This is an optimization exercise on Yosys and OpenROAD, whose aim is small area, not a production implementation. The RTL of this run was laid out without a check of its function. Power is estimated from default activity; no workload was simulated.

[flow/design.v]
`timescale 1ns / 1ps
module debounce_one_shot(
    input CLK,
    input EN,
    input RST,
    input BTN,
    output logic DB_BTN
    );
    localparam logic [7:0] c_LOW_GOING_HIGH_CLOCKS = 8'h19;  
    localparam logic [7:0] c_HIGH_GOING_LOW_CLOCKS = 8'h33;  
    localparam logic [7:0] c_ONE_SHOT_CLOCKS       = 8'h01;  
    typedef enum { ST_init, ST_BTN_low, ST_BTN_low_to_high, ST_BTN_high, ST_BTN_high_to_low, ST_one_shot} STATES;
    STATES NS, PS;
    logic [7:0] s_db_count;
    logic s_count_rst, s_count_inc;
    always_ff @(posedge CLK) begin
        if (RST == 1'b1)
            s_db_count <= 8'h00;
        else if (EN == 1'b1) begin
            if (s_count_rst == 1'b1)
                s_db_count <= 8'h00;
            else if (s_count_inc == 1'b1)
                s_db_count <= s_db_count + 1;
        end
    end
    always_ff @(posedge CLK) begin
       if (RST == 1'b1)
           PS <= ST_init;
       else if (EN == 1'b1)
           PS <= NS; 
    end
    always_comb begin
        NS = ST_init;
        DB_BTN = 1'b0;
        s_count_rst = 1'b0;
        s_count_inc = 1'b0;
        case (PS)
            ST_init: begin           
                NS = ST_BTN_low;
                DB_BTN = 1'b0;
                s_count_rst = 1'b1;
            end
            ST_BTN_low: begin    
                if (BTN == 1'b1) begin        
                    NS = ST_BTN_low_to_high;  
                    s_count_inc = 1'b1;        
                end
                else begin
                    NS = ST_BTN_low;         
                    s_count_rst = 1'b1;
                end
            end
            ST_BTN_low_to_high: begin    
                if (BTN == 1'b1) begin   
                    if (s_db_count == c_LOW_GOING_HIGH_CLOCKS) begin 
                        NS = ST_BTN_high;
                        s_count_rst = 1'b1;
                    end
                    else begin           
                        NS = ST_BTN_low_to_high;
                        s_count_inc = 1'b1;
                    end
                end
                else begin               
                    NS = ST_BTN_low;
                    s_count_rst = 1'b1;
                end
            end
            ST_BTN_high: begin           
                if (BTN == 1'b1) begin 
                    NS = ST_BTN_high;
                    s_count_rst = 1'b1;
                end
                else begin               
                    NS = ST_BTN_high_to_low;
                    s_count_inc = 1'b1;
                end
            end
            ST_BTN_high_to_low: begin
                if (BTN == 1'b0) begin   
                    if (s_db_count == c_HIGH_GOING_LOW_CLOCKS) begin 
                        NS = ST_one_shot;
                        s_count_rst = 1'b1;
                    end
                    else begin           
                        NS = ST_BTN_high_to_low;
                        s_count_inc = 1'b1;
                    end
                end
                else begin               
                    NS = ST_BTN_high;
                    s_count_rst = 1'b1;
                end 
            end
            ST_one_shot: begin   
                if (s_db_count == c_ONE_SHOT_CLOCKS) begin  
                    NS = ST_init;
                    s_count_rst = 1'b1;
                    DB_BTN = 1'b0;
                end
                else begin               
                    NS = ST_one_shot;
                    s_count_inc = 1'b1;
                    DB_BTN = 1'b1;
                end
            end
            default: begin               
                NS = ST_init;
                s_count_rst = 1'b1;
                s_count_inc = 1'b0;
                DB_BTN = 1'b0;
            end
        endcase
    end
endmodule
`timescale 1ns / 1ps
module position_mover(   
    input RBTN,  
    input LBTN,  
    input clock,
    input en,
    input reset,
    input rst,
    output [2:0] columnPosition
    );
    logic [2:0] position;
    always_ff @(posedge clock) begin
        if (reset)
            position <= 3'b011;
        else if (!en)
            position <= position;
        else if (rst)
            position <= 3'b011;
        else begin
            if(RBTN && !LBTN && position < 6)        
                position <= position + 1;
            else if (LBTN && !RBTN && position > 0)  
                position <= position - 1;
        end
    end   
    assign columnPosition = position;  
endmodule
`timescale 1ns / 1ps
module game_state(
    input clock,
    input en,                                
    input reset,                             
    input rst,                               
    input select,                            
    input [2:0] columnPosition,
    output logic [7:0][7:0] green_grid,        
    output logic [7:0][7:0] blue_grid        
    );
    reg turn;     
    always_ff @ (posedge clock) begin 
        if (reset)
            turn <= 0;
        else if (!en)
            turn <= turn;
        else if (rst)                                 
            turn <= 0;
        else begin
            if (select)                          
                turn <= ~turn;
        end
    end
    reg [7:0] topRow;
    always_comb begin
        case (columnPosition)
            3'b000: topRow = 8'b01111111;                
            3'b001: topRow = 8'b10111111;                
            3'b010: topRow = 8'b11011111;
            3'b011: topRow = 8'b11101111;
            3'b100: topRow = 8'b11110111;
            3'b101: topRow = 8'b11111011;
            3'b110: topRow = 8'b11111101;
            default: topRow = 8'b11111111;
        endcase;
    end
    reg [6:0][2:0] columnCount;                  
    always_ff @ (posedge clock) begin
        if (reset) begin
            for(int i = 0; i < 7; i ++) begin 
                columnCount[i] <= 3'b000; 
            end
        end
        else if (!en) begin
        end
        else if (rst) begin                                 
            for(int i = 0; i < 7; i ++) begin 
                columnCount[i] <= 3'b000; 
            end
        end    
        else begin
            if(select && columnCount[columnPosition] < 5)   
                columnCount[columnPosition] <= columnCount[columnPosition] + 1;
        end
    end
    always_ff @ (posedge clock) begin
      if (reset) begin
        for(int i = 0; i < 8; i++) begin
            green_grid[i] <= 8'b11111111;
            blue_grid[i] <= 8'b11111111;
        end
      end
      else if (en) begin
        case (turn)
            (1'b0): begin 
                    green_grid[0] <= topRow;
                    blue_grid[0] <= 8'b11111111;
             end
            (1'b1): begin
                blue_grid[0] <= topRow;
                green_grid[0] <= 8'b11111111;
             end
        endcase
        if (rst) begin                           
            for(int i = 1; i < 8; i++) begin
                green_grid[i] <= 8'b11111111;
                blue_grid[i] <= 8'b11111111;
            end
        end 
        else begin
            if (select) begin                    
                case (turn)
                    (1'b0):  green_grid[7 - columnCount[columnPosition]][7 - columnPosition] <= 1'b0; 
                    (1'b1): blue_grid[7 - columnCount[columnPosition]][7 - columnPosition] <= 1'b0;
                endcase
            end
        end
      end
    end
endmodule
`timescale 1ns / 1ps
module matrix_driver(
    input clock,  
    input en,
    input reset,
    input [7:0][7:0] green_grid, blue_grid,        
    output logic [7:0] green_driver, blue_driver, row_driver    
    );
    logic [2:0] count;                           
    always_ff @ (posedge clock) begin
        if (reset)
            count <= 3'b000;
        else if (en)
            count <= count + 3'b001;
    end
    always @ (*)  begin                           
        case (count)                             
            3'b000: row_driver = 8'b00000001;        
            3'b001: row_driver = 8'b00000010;       
            3'b010: row_driver = 8'b00000100;
            3'b011: row_driver = 8'b00001000;
            3'b100: row_driver = 8'b00010000;
            3'b101: row_driver = 8'b00100000;
            3'b110: row_driver = 8'b01000000;
            3'b111: row_driver = 8'b10000000;
            default: row_driver = 8'b00000000;
        endcase
    end
    assign green_driver = green_grid[count];         
    assign blue_driver = blue_grid[count];
endmodule
`timescale 1ns / 1ps
module connect_four(
    input clock,
    input reset,                        
    input rbtn, lbtn, mbtn, bbtn,
    output logic [7:0] row, greenColumn, blueColumn  
    );
    logic inter_clock, db_mbtn, db_bbtn, db_lbtn, db_rbtn;
    logic [7:0][7:0] blue_gridTest, green_gridTest;
    logic [2:0] position;
    logic [7:0] topRow;
    clk_div MYCLOCK (
        .clk(clock),
        .reset(reset),
        .sclk(inter_clock)
    );   
    debounce_one_shot debouncer1 (
        .CLK(clock),
        .EN(inter_clock),
        .RST(reset),
        .BTN(mbtn),
        .DB_BTN(db_mbtn)
    );
    debounce_one_shot debouncer2 (
        .CLK(clock),
        .EN(inter_clock),
        .RST(reset),
        .BTN(bbtn),
        .DB_BTN(db_bbtn)
    );
    debounce_one_shot debouncer3 (   
        .CLK(clock),
        .EN(inter_clock),
        .RST(reset),
        .BTN(rbtn),
        .DB_BTN(db_rbtn)
    );
    debounce_one_shot debouncer4 (   
        .CLK(clock),
        .EN(inter_clock),
        .RST(reset),
        .BTN(lbtn),
        .DB_BTN(db_lbtn)
    );
    position_mover mover(
        .RBTN(db_rbtn),
        .LBTN(db_lbtn),
        .rst(db_bbtn),
        .clock(clock),
        .en(inter_clock),
        .reset(reset),
        .columnPosition(position)
    );
    game_state game(
        .clock(clock),
        .en(inter_clock),
        .reset(reset),
        .rst(db_bbtn),
        .select(db_mbtn),
        .columnPosition(position),
        .green_grid(green_gridTest),
        .blue_grid(blue_gridTest)
    );
    matrix_driver driver (
        .clock(clock),
        .en(inter_clock),
        .reset(reset),
        .blue_grid(blue_gridTest),
        .green_grid(green_gridTest),
        .green_driver(greenColumn),
        .blue_driver(blueColumn),
        .row_driver(row)
    );
endmodule
module clk_div (
    input clk,
    input reset,
    output sclk
    );
  localparam integer MAX_COUNT = 60; 
  integer div_cnt;
  reg tmp_clk; 
   always @ (posedge clk)              
   begin
         if (reset)
         begin
            tmp_clk <= 0;
            div_cnt <= 0;
         end else if (div_cnt == MAX_COUNT) 
         begin
            tmp_clk <= ~tmp_clk; 
            div_cnt <= 0;
         end else
            div_cnt <= div_cnt + 1;  
   end 
   assign sclk = (div_cnt == MAX_COUNT) && !tmp_clk; 
endmodule
[flow/run.sh]
#!/bin/bash
# synth_recipe.tcl (not shown) runs the flow's synth.tcl, then flattens the netlist and writes it again
# the make line also repeats each setting of config.mk as NAME=value (left out here)
make -C /OpenROAD-flow-scripts/flow DESIGN_CONFIG=/design/flow/config.mk WORK_HOME=/design/flow/orfs CLKGATE_MAP_FILE= SYNTH_SCRIPT=/design/flow/synth_recipe.tcl finish
[flow/config.mk]
export PLATFORM = sky130hd
export DESIGN_NAME = connect_four
export DESIGN_NICKNAME = connect_four
export VERILOG_FILES = /design/flow/design.v
export SDC_FILE = /design/flow/constraint.sdc
export NUM_CORES = 4
export LEC_CHECK = 0
export CAP_MARGIN = 20
export CORE_MARGIN = 2
export CORE_UTILIZATION = 40
export PLACE_DENSITY = 0.6
export SLEW_MARGIN = 20
[flow/constraint.sdc]
create_clock -name core_clock -period 10.0 [get_ports {clock}]
set_input_delay 2.0000 -clock core_clock [delete_from_list [all_inputs] [get_ports {clock}]]
set_output_delay 2.0000 -clock core_clock [all_outputs]
set_load 0.01 [all_outputs]
==> reports/summary.json <==
{
  "final_layout": {
    "insertedDiodeCount": 0,
    "fin_cells": 1941,
    "layout-drive-gt1-share_pct": 10.46,
    "final_nets": 1550,
    "areaGrowthSynthToFinish_pct": 11.48,
    "final_core_utilization_pct": 45.50
  },
  "pwr": {
    "vdd_drop_max_uv": 116.2,
    "total_power_mw": 2.007,
    "power.leakage_nw": 4.650,
    "power.density_cell_area_nw_per_um2": 139.0
  },
  "worst_setup_path": {
    "worstSetupPathType": "flop to output pin",
    "arrival_ns": 2.76,
    "critPathCaptureType": "output pin",
    "startpoint_type": "flop",
    "critical_path_peak_fanout": 34,
    "worstRegToRegCells": 12,
    "worst_ep_required_time_ns": 8.00
  },
  "clocking": {
    "numClockSinks": 241,
    "cts_resized": 0,
    "ctsRootBufferMaster": "sky130_fd_sc_hd__clkbuf_16",
    "number_of_buffers_inserted_during_clock_tree_synthesis": 27,
    "tritoncts": "built",
    "cts.hold.buffers_added": 0,
    "post-cts-setup-buffers": 0,
    "ctsLongestPathBuffers": 3,
    "clock_network_latency_to_the_later_pin_of_the_worst_skew_pair_ns": 0.56,
    "htree_num_levels": 1,
    "clk_slew_on_worst_s_h_paths_ns": 0.06
  },
  "place": {
    "io_buffers": 29,
    "dp.cells": 1890,
    "finalWeightedCongestion": 0.9099,
    "dp_hpwl_mm": 23.72
  },
  "floorplanning": {
    "design.die.area_um2": 33820,
    "dieHeight_um": 183.9,
    "start_util_pct": 40.82,
    "die_w_um": 183.9,
    "i_o_pins": 30,
    "core_area_um2": 31720,
    "core.rowCount": 65
  },
  "yosys": {
    "synth_top_family_by_area": "simple AND/OR/NAND/NOR gates",
    "yosys.area.top_type_share_pct": 37.27,
    "mappedNetlistNets": 1575,
    "synth_enable_flop_cells": 0,
    "synth_area_per_cell_um2": 8.390,
    "yosys.area_share.xor_xnor_pct": 2.571,
    "synth_compound_gate_area_share_pct": 20.89,
    "synth.yosys.seq_area_share_pct": 37.27,
    "yosysUniqueCellTypes": 91,
    "post_synth_inst_count": 1543,
    "yosys-top-cells-area": "sky130_fd_sc_hd__dfxtp_1 (37%), sky130_fd_sc_hd__a21oi_1 (7.1%), sky130_fd_sc_hd__mux4_2 (5.6%), sky130_fd_sc_hd__nand2_1 (4.8%), sky130_fd_sc_hd__o21ai_0 (4.3%)",
    "synth_simple_gate_area_share_pct": 23.58,
    "post_syn_area_um2": 12950,
    "postSynth.asyncResetShare_pct": 0,
    "synth_commonest_cells": "sky130_fd_sc_hd__dfxtp_1 (241), sky130_fd_sc_hd__a21oi_1 (184), sky130_fd_sc_hd__nand2_1 (164)",
    "synth_top_cell_by_area": "sky130_fd_sc_hd__dfxtp_1",
    "most_instantiated_flip_flop_cell_in_the_synthesis_netlist": "sky130_fd_sc_hd__dfxtp_1",
    "synth_mux_area_share_pct": 8.872,
    "yosys.cell_count.top_type": "sky130_fd_sc_hd__dfxtp_1",
    "post_synth_fa_ha_maj_area_fraction_pct": 2.513,
    "synth.ff_latch_count": 241,
    "ys.warnings.count": 5
  },
  "sta": {
    "layout_worst_path_cycle_share_pct": 47.62,
    "period_minus_slack_ns": 4.762,
    "whs_ns": 0.4576,
    "finish_stage_setup_viols": 0,
    "tns_ns": 0,
    "rsz0062_at_grt": "no",
    "number_of_hold_violations_in_the_final_report": 0,
    "maximum_operating_frequency_ghz": 0.2100,
    "timing.clock.skew_ns": 0.02246,
    "timing_max_transition_violations_final": 0,
    "worstMarginPinSlew_ns": 1.105,
    "max_slew_margin_pct": 26.27
  },
  "worst_hold_path": {
    "hold_class": "flop to flop",
    "timing.hold.worst_path_depth": 2
  },
  "grt": {
    "grt_start_max_net_pins": 112,
    "globalRouteMet1Util_pct": 29.52,
    "grt_first_pass_wirelength_mm": 58.40,
    "first_global_vias": 10780,
    "global_route_hottest_layer": "met2",
    "grt_util_met2_pct": 34.37,
    "grt_antenna_before_repair": 0,
    "track_usage_pct": 21.30,
    "grt_use_met3_pct": 3.487,
    "global_route.overflow_total": 0
  },
  "routing": {
    "post-route-drc-count": 0,
    "drt-total-wl_mm": 36.15,
    "avgViaCountPerCell": 5.969,
    "initial_drc_count": 938,
    "postRouteAntennaNets": 0,
    "dr_total_vias": 11590,
    "detailedRoute.firstPassIterationCount": 5,
    "drt-wirelength-per-cell_um": 18.62
  },
  "status": {
    "outcome": "no timing/DRC/antenna violations"
  },
  "job": {
    "max_cap_viol_count": 0
  }
}
[area by class of cell]
| type | count | area, um^2 |
|---|---|---|
| inverter | 39 | 146.4 |
| clock inverter | 7 | 77.57 |
| clock buffer | 43 | 835.8 |
| multi-input combinational | 1165 | 7619 |
| tap | 402 | 503.0 |
| fill | 3071 | 17290 |
| timing repair buffer | 44 | 421.7 |
| sequential | 241 | 4830 |
[path summary, 6_finish.rpt]
path | from | to | slack (ns)
hold / removal | game.columnCount[2]$_SDFFE_PP0P_ | game.columnCount[2]$_SDFFE_PP0P_ | 0.46
setup / recovery | driver.count[1]$_SDFFE_PP0P_ | blueColumn[0] | 5.24
hold reg to reg | game.columnCount[2]$_SDFFE_PP0P_ | game.columnCount[2]$_SDFFE_PP0P_ | 0.46
setup reg to reg | mover.position[1]$_SDFFE_PP1P_ | game.blue_grid[45]$_SDFFE_PP1P_ | 5.68
[stage by stage]
stage | cell area (um^2) | setup slack [ns]
2_1_floorplan | 12950 | 5.987
3_3_place_gp | 13470 | 5.309
4_1_cts | 14390 | 4.906
6_report | 14430 | 5.238
3_5_place_dp | 13470 | 5.279
5_1_grt | 14430 | 5.123
[power breakdown]
| part | total, mW | switching, mW | internal (mW) | leakage, nW |
|---|---|---|---|---|
| registers | 0.962 | 0.000906 | 0.961 | 1.95 |
| clock network | 1.01 | 0.409 | 0.599 | 0.451 |
| logic | 0.0365 | 0.0277 | 0.00886 | 2.25 |
[sequential cells by signal, summed over array words and instances, names as in the netlist]
name and flops:
debouncer4.s_db_count 8, game.columnCount 21, debouncer3.s_db_count 8, row 8, debouncer4.PS 3, debouncer2.PS 3
MYCLOCK.tmp_clk 1, debouncer3.PS 3, game.blue_grid 64, game.turn 1, game.green_grid 64, mover.position 3
debouncer1.PS 3, driver.count 3, MYCLOCK.div_cnt 32, debouncer2.s_db_count 8, debouncer1.s_db_count 8
[kinds of logic after synthesis]
kind of cell,count (synthesis)
fa+ha+maj,26
flops,241
compound gates,443
xor+xnor,38
simple gates,586
buf+inv,137
mux,72
[layer usage]
layer | vias up | wire length (um)
li1 | 5608 | -
met1 | 5545 | 16720
met2 | 378 | 16280
met3 | 54 | 2355
met4 | 0 | 789
met5 | - | 0
[layout by cell type, fill, tap and decap left out, types with 6 or more instances in the layout]
master / count
sky130_fd_sc_hd__ha_1: 26
sky130_fd_sc_hd__clkbuf_16: 27
sky130_fd_sc_hd__nor2b_1: 14
sky130_fd_sc_hd__and3_1: 12
sky130_fd_sc_hd__o211ai_1: 11
sky130_fd_sc_hd__o31ai_1: 12
sky130_fd_sc_hd__nor3_1: 36
sky130_fd_sc_hd__buf_4: 13
sky130_fd_sc_hd__mux2i_1: 21
sky130_fd_sc_hd__o21ai_0: 111
sky130_fd_sc_hd__a211oi_1: 13
sky130_fd_sc_hd__mux2_2: 18
sky130_fd_sc_hd__and2_1: 7
sky130_fd_sc_hd__or4_1: 14
sky130_fd_sc_hd__nand2_1: 164
sky130_fd_sc_hd__nor4_1: 21
sky130_fd_sc_hd__or3_1: 14
sky130_fd_sc_hd__nor3b_1: 11
sky130_fd_sc_hd__xnor2_1: 7
sky130_fd_sc_hd__nand3b_1: 9
sky130_fd_sc_hd__and4_1: 8
sky130_fd_sc_hd__xor2_1: 31
sky130_fd_sc_hd__o41ai_1: 7
sky130_fd_sc_hd__o22ai_1: 8
sky130_fd_sc_hd__nand2b_1: 18
sky130_fd_sc_hd__clkbuf_1: 6
sky130_fd_sc_hd__clkbuf_8: 10
sky130_fd_sc_hd__mux4_2: 32
sky130_fd_sc_hd__nand3_1: 49
sky130_fd_sc_hd__nand4_1: 23
sky130_fd_sc_hd__a21oi_1: 184
sky130_fd_sc_hd__inv_1: 39
sky130_fd_sc_hd__nor2_1: 142
sky130_fd_sc_hd__o311ai_0: 11
sky130_fd_sc_hd__dfxtp_1: 239
sky130_fd_sc_hd__o21ai_1: 6
sky130_fd_sc_hd__clkdlybuf4s50_1: 28
[worst max-delay path, cell delays in order (launching register included)]
cell and delay, ns:
sky130_fd_sc_hd__dfxtp_2 0.31, sky130_fd_sc_hd__buf_4 0.50, sky130_fd_sc_hd__mux4_2 0.60, sky130_fd_sc_hd__mux2_2 0.29, sky130_fd_sc_hd__clkdlybuf4s50_1 0.48

[afterwards: timing with drivers on the ports]
No port has a modelled driver above. Below, the same layout with a new extraction and two added sets of constraints.
Step 1 (the two cells are an assumption about what drives the block):
set clk [get_ports {clock}]
set_driving_cell -lib_cell sky130_fd_sc_hd__clkbuf_16 $clk
set_driving_cell -lib_cell sky130_fd_sc_hd__buf_2 [delete_from_list [all_inputs] $clk]
Step 2 moves the port delays by t, midway between the first and last clock arrival at a register: inputs arrive t later, outputs are due t later. That takes back most of the time a late clock gives input paths.
Three values: no drivers, after step 1, after step 2; two values: the first two.
shift t [ns]: 0.598
setup slack, ns: 5.238 / 5.187 / 5.241
worst setup path at the end: input to register
worst slew at a driven data input, ns: 0.03
cell pins on the clock port's net: 1
After both steps this run still meets setup and hold. For this run, drivers alone change the setup slack by -0.051 ns; drivers and shift together by +0.003 ns.
